This design comes from an exercise in tuning for small area, a short achievable clock period and few clock cycles on the open sky130 flow, not from production work. Power is estimated from default activity; no workload was simulated.

Setup of trial 25:
==> flow/design.v <==
module layer1(
input clk,
input reset_n,
input waitrequest,
input readdatavalid,
input [15:0] readdata,
output chipselect,
output [1:0] byteenable,
output reg read_n,
output reg write_n,
output reg [15:0] writedata,
output reg [31:0] address,
input ready,
output reg done
);
	localparam K  = 8;           
	localparam KW = 3;           
	localparam M  = 7;           
	localparam MW = 3;           
	localparam [10:0] IC0   = 11'd992;    
	localparam [10:0] ICEND = 11'd1776;   
	localparam [6:0]  Q0    = 7'd40;      
	localparam [6:0]  QEND  = 7'd65;      
	localparam [17:0] WB0   = 18'd400;    
	localparam [17:0] ROW   = 18'd784;    
	assign chipselect = 1'b1;
	assign byteenable = 2'b11;
	reg run;                  
	reg fin;                  
	reg clr;                  
	reg wph;                  
	reg rq_img, rq_wt, rq_wr;
	wire active = rq_img | rq_wt | rq_wr;
	wire acc_ok = active & ~waitrequest;
	reg [10:0] ic;            
	reg [6:0]  q;             
	reg [17:0] wb;            
	reg [KW-1:0] kk;          
	reg [MW-1:0] ahead;       
	reg [MW-1:0] avail;       
	reg [M-1:0]  mk;
	wire [M+1:0] mkx = {mk, 2'b00};
	wire mk_cur  = mkx[avail + 1];
	wire mk_nxt  = mkx[avail];
	reg [7:0] tg;
	reg [3:0] nq;             
	wire [9:0] tgx = {tg, 2'b00};
	reg rtg;                  
	reg [15:0] acc [0:K-1];
	wire last_k = &kk;
	wire zc   = (avail != 0) & ~mk_cur;
	wire bc   = rq_wt & last_k & acc_ok;
	wire cons = zc | bc;
	wire img_resp = readdatavalid & rtg;
	wire wt_resp  = readdatavalid & ~rtg;
	wire nz = |readdata;
	wire av1      = (avail != 0);
	wire av2      = (avail > 1);
	wire cons_pre = rq_wt ? last_k : (av1 & ~mk_cur);
	wire nxt_nz   = av2 & mk_nxt;
	wire nxt_wt   = rq_wt ? (~last_k | nxt_nz) : (av1 & (mk_cur | nxt_nz));
	wire ic_end   = rq_img ? (ic == ICEND - 1) : (ic == ICEND);
	wire ahead_ok = (rq_img & ~cons_pre) ? (ahead < M - 1) :
	                (~rq_img & cons_pre) ? 1'b1 : (ahead < M);
	wire nxt_img  = ~nxt_wt & ~ic_end & ahead_ok;
	wire slot = ~active | ~waitrequest;
	wire pass_end = run & ~wph & ~active & (ic == ICEND) & (ahead == 0) &
	                (nq == 0);
	reg [17:0] wb_step;
	always @(*) begin
		if (rq_wt & last_k)
			wb_step = 18'd1 - ROW * (K - 1);
		else if (rq_wt | rq_wr)
			wb_step = ROW;
		else
			wb_step = 18'd1;
	end
	wire [17:0] wb_sum = wb + wb_step;
	wire [15:0] acc_sum = acc[0] + readdata;
	wire wb_en = (rq_wt & acc_ok) | (rq_wr & acc_ok & ~last_k) | (~rq_wt & ~rq_wr & zc);
	integer j;
	always @(posedge clk) begin
		if (!reset_n) begin
			run <= 1'b0;
			fin <= 1'b0;
			clr <= 1'b0;
			wph <= 1'b0;
			rq_img <= 1'b0;
			rq_wt <= 1'b0;
			rq_wr <= 1'b0;
		end else if (!run) begin
			if (fin) begin
				if (!ready) fin <= 1'b0;
			end else if (ready) begin
				run <= 1'b1;
				clr <= 1'b1;
				wph <= 1'b0;
			end
		end else begin
			if (clr) begin
				if (last_k) begin
					clr <= 1'b0;
					rq_img <= 1'b1;
				end
			end else if (slot) begin
				if (wph) begin
					if (last_k) begin
						wph <= 1'b0;
						rq_wr <= 1'b0;
						if (q == QEND - 1) begin
							run <= 1'b0;
							fin <= 1'b1;
						end else begin
							rq_img <= 1'b1;
						end
					end
				end else if (pass_end) begin
					wph <= 1'b1;
					rq_wr <= 1'b1;
				end else begin
					rq_wt <= nxt_wt;
					rq_img <= nxt_img;
				end
			end
		end
	end
	always @(posedge clk) begin
		if (!run) begin
			ic <= IC0;
			q <= Q0;
			wb <= WB0;
			kk <= 0;
			ahead <= 0;
			avail <= 0;
			nq <= 0;
		end else begin
			if (rq_img & acc_ok)
				ic <= ic + 1'b1;
			else if (wph & acc_ok & last_k)
				ic <= IC0;
			if (rq_wr & acc_ok & last_k)
				q <= q + 1'b1;
			if (wb_en)
				wb <= wb_sum;
			if (((rq_wt | rq_wr) & acc_ok) | clr)
				kk <= kk + 1'b1;
			ahead <= ahead + (rq_img & acc_ok) - cons;
			avail <= avail + img_resp - cons;
			nq <= nq + ((rq_img | rq_wt) & acc_ok) - readdatavalid;
			if (readdatavalid)
				rtg <= (nq > 1) ? tgx[nq] : rq_img;
			else if (nq == 0)
				rtg <= rq_img;
		end
	end
	always @(posedge clk) begin
		if ((rq_img | rq_wt) & acc_ok)
			tg <= {tg[6:0], rq_img};
		if (img_resp)
			mk <= {mk[M-2:0], nz};
	end
	always @(posedge clk) begin
		if (wt_resp | clr | (rq_wr & acc_ok)) begin
			for (j = 0; j < K - 1; j = j + 1)
				acc[j] <= acc[j + 1];
			acc[K - 1] <= wt_resp ? acc_sum : 16'd0;
		end
	end
	always @(*) begin
		read_n = ~(rq_img | rq_wt);
		write_n = ~rq_wr;
		address = ({32{rq_img}} & {12'd0, 8'h92, ic, 1'b0}) |
		          ({32{rq_wt}}  & {13'd0, wb, 1'b0}) |
		          ({32{rq_wr}}  & {12'd0, 9'hC3, q, kk, 1'b0});
		writedata = acc[0];
		done = fin & ready;
	end
endmodule
export LEC_CHECK = 0
export ABC_CLOCK_PERIOD_IN_PS = 2500
export CAP_MARGIN = 20
export CORE_MARGIN = 2
export CORE_UTILIZATION = 40
export PLACE_DENSITY = 0.6
export SETUP_SLACK_MARGIN = 2.4
export SLEW_MARGIN = 20
create_clock -name core_clock -period 5.0 [get_ports {clk}]
standard.sh (not shown) runs the stock make flow with config.mk's settings and CLKGATE_MAP_FILE= SYNTH_SCRIPT=/design/flow/synth_recipe.tcl, a recipe that flattens the netlist after the stock synthesis.
==> flow/flow/run.sh <==
#!/bin/bash
# Layout: the standard flow (standard.sh, synthesis included, unchanged)
# with two resizer choices changed: ports get buf_4 buffers instead of the
# smallest buffer cell, and timing repair may change a cell's footprint when
# it resizes it. The whole make output goes to flow.log; ORFS keeps each
# step's own log under orfs/logs/.
set -euo pipefail
sed 's|"\${@:-finish}"|BUFFER_PORTS_ARGS="-buffer_cell sky130_fd_sc_hd__buf_4" MATCH_CELL_FOOTPRINT=0 "${@:-finish}"|' standard.sh > standard_mod.sh
grep -q 'MATCH_CELL_FOOTPRINT=0' standard_mod.sh
bash standard_mod.sh > flow.log 2>&1
Edits applied to the flow inputs when going from trial 25 to trial 66:
diff --git a/flow/design.v b/flow/design.v
--- a/flow/design.v
+++ b/flow/design.v
@@ -40,11 +40,9 @@
 	reg [MW-1:0] avail;       
 	reg [M-1:0]  mk;
-	wire [M+1:0] mkx = {mk, 2'b00};
-	wire mk_cur  = mkx[avail + 1];
-	wire mk_nxt  = mkx[avail];
+	wire mk_cur  = mk[0];
+	wire mk_nxt  = mk[1];
 	reg [7:0] tg;
 	reg [3:0] nq;             
-	wire [9:0] tgx = {tg, 2'b00};
-	reg rtg;                  
+	wire [8:0] tgx = {tg, 1'b0};
 	reg [15:0] acc [0:K-1];
 	wire last_k = &kk;
@@ -52,8 +50,13 @@
 	wire bc   = rq_wt & last_k & acc_ok;
 	wire cons = zc | bc;
+	wire rtg      = tgx[nq];
 	wire img_resp = readdatavalid & rtg;
 	wire wt_resp  = readdatavalid & ~rtg;
 	wire nz = |readdata;
 	wire av1      = (avail != 0);
+	wire [MW-1:0] ahead_inc = ahead + 1'b1;
+	wire [MW-1:0] ahead_dec = ahead - 1'b1;
+	wire [MW-1:0] avail_inc = avail + 1'b1;
+	wire [MW-1:0] avail_dec = avail - 1'b1;
 	wire av2      = (avail > 1);
 	wire cons_pre = rq_wt ? last_k : (av1 & ~mk_cur);
@@ -145,11 +148,13 @@
 			if (((rq_wt | rq_wr) & acc_ok) | clr)
 				kk <= kk + 1'b1;
-			ahead <= ahead + (rq_img & acc_ok) - cons;
-			avail <= avail + img_resp - cons;
+			if ((rq_img & acc_ok) & ~cons)
+				ahead <= ahead_inc;
+			else if (~(rq_img & acc_ok) & cons)
+				ahead <= ahead_dec;
+			if (img_resp & ~cons)
+				avail <= avail_inc;
+			else if (~img_resp & cons)
+				avail <= avail_dec;
 			nq <= nq + ((rq_img | rq_wt) & acc_ok) - readdatavalid;
-			if (readdatavalid)
-				rtg <= (nq > 1) ? tgx[nq] : rq_img;
-			else if (nq == 0)
-				rtg <= rq_img;
 		end
 	end
@@ -157,6 +162,11 @@
 		if ((rq_img | rq_wt) & acc_ok)
 			tg <= {tg[6:0], rq_img};
-		if (img_resp)
-			mk <= {mk[M-2:0], nz};
+		for (j = 0; j < M; j = j + 1) begin
+			if (cons)
+				mk[j] <= (img_resp && avail == j + 1) ? nz :
+				         (j == M - 1) ? 1'b0 : mk[j + 1];
+			else if (img_resp && avail == j)
+				mk[j] <= nz;
+		end
 	end
 	always @(posedge clk) begin
## What came out
- Trial 66 vs trial 25 on combined flip-flop and latch cell area: trial 66 is the lower one.
- Between trial 66 and trial 25, it is trial 66 whose total wire length after detailed routing is higher, by about 4%.
- Compared with trial 25, in trial 66 reg-to-reg setup timing slack now larger; routed length on met3 went up by 240 um; finished layout cell area picked up an extra about 0.5%; critical-path maximum fanout decreased 11.
No functional check of the RTL was part of any run of this note.


oak:
layer1, a different RTL version from the one above (not shown whole).
Size in the first run: roughly 720 cells after synthesis, about 200 flip-flops, roughly 75 I/O pins.
==> module layer1, before the edit <==
module layer1(
input clk,
input reset_n,
input waitrequest,
input readdatavalid,
input [15:0] readdata,
output chipselect,
output [1:0] byteenable,
output reg read_n,
output reg write_n,
output reg [15:0] writedata,
output reg [31:0] address,
input ready,
output reg done
);
	localparam K  = 8;           
	localparam KW = 3;           
	localparam M  = 7;           
	localparam MW = 3;           
	localparam [10:0] IC0   = 11'd992;    
	localparam [10:0] ICEND = 11'd1776;   
	localparam [6:0]  Q0    = 7'd40;      
	localparam [6:0]  QEND  = 7'd65;      
	localparam [17:0] WB0   = 18'd400;    
	localparam [17:0] ROW   = 18'd784;    
	assign chipselect = 1'b1;
	assign byteenable = 2'b11;
	reg run;                  
	reg fin;                  
	reg clr;                  
	reg wph;                  
	reg rq_img, rq_wt, rq_wr;
	wire active = rq_img | rq_wt | rq_wr;
	wire acc_ok = active & ~waitrequest;
	reg [10:0] ic;            
	reg [6:0]  q;             
	reg [17:0] wb;            
	reg [KW-1:0] kk;          
	reg [MW-1:0] ahead;       
	reg [MW-1:0] avail;       
	reg [M-1:0]  mk;
	wire [M+1:0] mkx = {mk, 2'b00};
	wire mk_cur  = mkx[avail + 1];
	wire mk_nxt  = mkx[avail];
	reg [7:0] tg;
	reg [3:0] nq;             
	wire [8:0] tgx = {tg, 1'b0};
	reg [15:0] acc [0:K-1];
	wire last_k = &kk;
	wire zc   = (avail != 0) & ~mk_cur;
	wire bc   = rq_wt & last_k & acc_ok;
	wire cons = zc | bc;
	wire rtg      = tgx[nq];
	wire img_resp = readdatavalid & rtg;
	wire wt_resp  = readdatavalid & ~rtg;
	wire nz = |readdata;
	wire av1      = (avail != 0);
	wire av2      = (avail > 1);
	wire cons_pre = rq_wt ? last_k : (av1 & ~mk_cur);
	wire nxt_nz   = av2 & mk_nxt;
	wire nxt_wt   = rq_wt ? (~last_k | nxt_nz) : (av1 & (mk_cur | nxt_nz));
	wire ic_end   = rq_img ? (ic == ICEND - 1) : (ic == ICEND);
	wire ahead_ok = (rq_img & ~cons_pre) ? (ahead < M - 1) :
	                (~rq_img & cons_pre) ? 1'b1 : (ahead < M);
	wire nxt_img  = ~nxt_wt & ~ic_end & ahead_ok;
	wire slot = ~active | ~waitrequest;
	wire pass_end = run & ~wph & ~active & (ic == ICEND) & (ahead == 0) &
	                (nq == 0);
	reg [17:0] wb_step;
	always @(*) begin
		if (rq_wt & last_k)
			wb_step = 18'd1 - ROW * (K - 1);
		else if (rq_wt | rq_wr)
			wb_step = ROW;
		else
			wb_step = 18'd1;
	end
	wire [17:0] wb_sum = wb + wb_step;
	wire [15:0] acc_sum = acc[0] + readdata;
	wire wb_en = (rq_wt & acc_ok) | (rq_wr & acc_ok & ~last_k) | (~rq_wt & ~rq_wr & zc);
	integer j;
	always @(posedge clk) begin
		if (!reset_n) begin
			run <= 1'b0;
			fin <= 1'b0;
			clr <= 1'b0;
			wph <= 1'b0;
			rq_img <= 1'b0;
			rq_wt <= 1'b0;
			rq_wr <= 1'b0;
		end else if (!run) begin
			if (fin) begin
				if (!ready) fin <= 1'b0;
			end else if (ready) begin
				run <= 1'b1;
				clr <= 1'b1;
				wph <= 1'b0;
			end
		end else begin
			if (clr) begin
				if (last_k) begin
					clr <= 1'b0;
					rq_img <= 1'b1;
				end
			end else if (slot) begin
				if (wph) begin
					if (last_k) begin
						wph <= 1'b0;
						rq_wr <= 1'b0;
						if (q == QEND - 1) begin
							run <= 1'b0;
							fin <= 1'b1;
						end else begin
							rq_img <= 1'b1;
						end
					end
				end else if (pass_end) begin
					wph <= 1'b1;
					rq_wr <= 1'b1;
				end else begin
					rq_wt <= nxt_wt;
					rq_img <= nxt_img;
				end
			end
		end
	end
	always @(posedge clk) begin
		if (!run) begin
			ic <= IC0;
			q <= Q0;
			wb <= WB0;
			kk <= 0;
			ahead <= 0;
			avail <= 0;
			nq <= 0;
		end else begin
			if (pass_end)
				ic <= {1'b1, q, 3'b000};
			else if ((rq_img | (rq_wr & ~last_k)) & acc_ok)
				ic <= ic + 1'b1;
			else if (rq_wr & acc_ok & last_k)
				ic <= IC0;
			if (rq_wr & acc_ok & last_k)
				q <= q + 1'b1;
			if (wb_en)
				wb <= wb_sum;
			if (((rq_wt | rq_wr) & acc_ok) | clr)
				kk <= kk + 1'b1;
			if ((rq_img & acc_ok) & ~cons)
				ahead <= ahead + 1'b1;
			else if (~(rq_img & acc_ok) & cons)
				ahead <= ahead - 1'b1;
			if (img_resp & ~cons)
				avail <= avail + 1'b1;
			else if (~img_resp & cons)
				avail <= avail - 1'b1;
			nq <= nq + ((rq_img | rq_wt) & acc_ok) - readdatavalid;
		end
	end
	always @(posedge clk) begin
		if ((rq_img | rq_wt) & acc_ok)
			tg <= {tg[6:0], rq_img};
		if (img_resp)
			mk <= {mk[M-2:0], nz};
	end
	always @(posedge clk) begin
		if (wt_resp | clr | (rq_wr & acc_ok)) begin
			for (j = 0; j < K - 1; j = j + 1)
				acc[j] <= acc[j + 1];
			acc[K - 1] <= wt_resp ? acc_sum : 16'd0;
		end
	end
	always @(*) begin
		read_n = ~(rq_img | rq_wt);
		write_n = ~rq_wr;
		address = rq_wt ? {13'd0, wb, 1'b0} :
		          {12'd0, (rq_img ? 8'h92 : 8'h61), ic, 1'b0};
		writedata = acc[0];
		done = fin & ready;
	end
endmodule
Settings: LEC_CHECK=0, ABC_CLOCK_PERIOD_IN_PS=2500, CAP_MARGIN=20, CORE_MARGIN=2, CORE_UTILIZATION=55, CTS_BUF_LIST=sky130_fd_sc_hd__clkbuf_4 sky130_fd_sc_hd__clkbuf_8, PLACE_DENSITY=0.7, SETUP_SLACK_MARGIN=2.4, SLEW_MARGIN=40; clock period 5.0 ns.
Scripts as last shown in full above: flow/flow/run.sh
> inputs changed (oak -> pine)
--- a/flow/design.v
+++ b/flow/design.v
@@ -147,12 +147,6 @@
 			if (((rq_wt | rq_wr) & acc_ok) | clr)
 				kk <= kk + 1'b1;
-			if ((rq_img & acc_ok) & ~cons)
-				ahead <= ahead + 1'b1;
-			else if (~(rq_img & acc_ok) & cons)
-				ahead <= ahead - 1'b1;
-			if (img_resp & ~cons)
-				avail <= avail + 1'b1;
-			else if (~img_resp & cons)
-				avail <= avail - 1'b1;
+			ahead <= ahead + (rq_img & acc_ok) - cons;
+			avail <= avail + img_resp - cons;
 			nq <= nq + ((rq_img | rq_wt) & acc_ok) - readdatavalid;
 		end
### Flow results
Non-clock buffer count, pine and oak: larger value in pine
The endpoint of the worst setup timing path comes out wb[16]$_SDFFE_PN0P_ in one run and address[9] in the other, namely in oak and pine respectively.
| maximum resistive drop on vdd | higher: oak |
The lower total number of multi-input combinational cells of pine and oak is in oak.
There was hardly any difference in worst hold slack after final layout between pine and oak.
The final cell count without fillers number comes out lower for oak vs pine.
Cmp pine vs oak: count of buffers added by post-CTS timing repair for setup lower in pine
Combinational group share of total power: pine vs oak down 0.3 points
Compared pine against oak; area growth from synthesis to layout within noise.
Function was not checked in any run of this note: the RTL went through the layout flow alone.

[separate check: timing with driven ports]
Ports are ideal in the flow. The routed layouts listed here were re-timed in OpenROAD.
Step 1: set_driving_cell puts a clkbuf_16 on clk and a buf_2 on each other input, an assumption about the parent block.
Step 2 moves the port delays by t, midway between the first and last clock arrival at a register: inputs arrive t later, outputs are due t later. That takes back most of the time a late clock gives input paths.
a / b / c = ideal / step 1 / step 2; a / b = the first two.
run | shift t [ns] | setup WS [ns] | worst setup path at the end | clock arrival spread, ns | cell pins on the clock port's net
trial 25 | 0.478 | 2.359 / 2.359 / 2.102 | input to register | 0.015 / 0.016 | 1
trial 66 | 0.472 | 2.448 / 2.425 / 2.062 | input to register | 0.015 / 0.016 | 1
oak | 0.499 | 2.322 / 2.322 / 1.848 | input to register | 0.014 / 0.014 | 1
pine | 0.518 | 2.439 / 2.402 / 1.923 | input to register | 0.015 / 0.015 | 1
After both steps every run listed still meets setup and hold. For pine, which loses most, drivers alone change the setup slack by -0.037 ns; drivers and shift together by -0.516 ns.
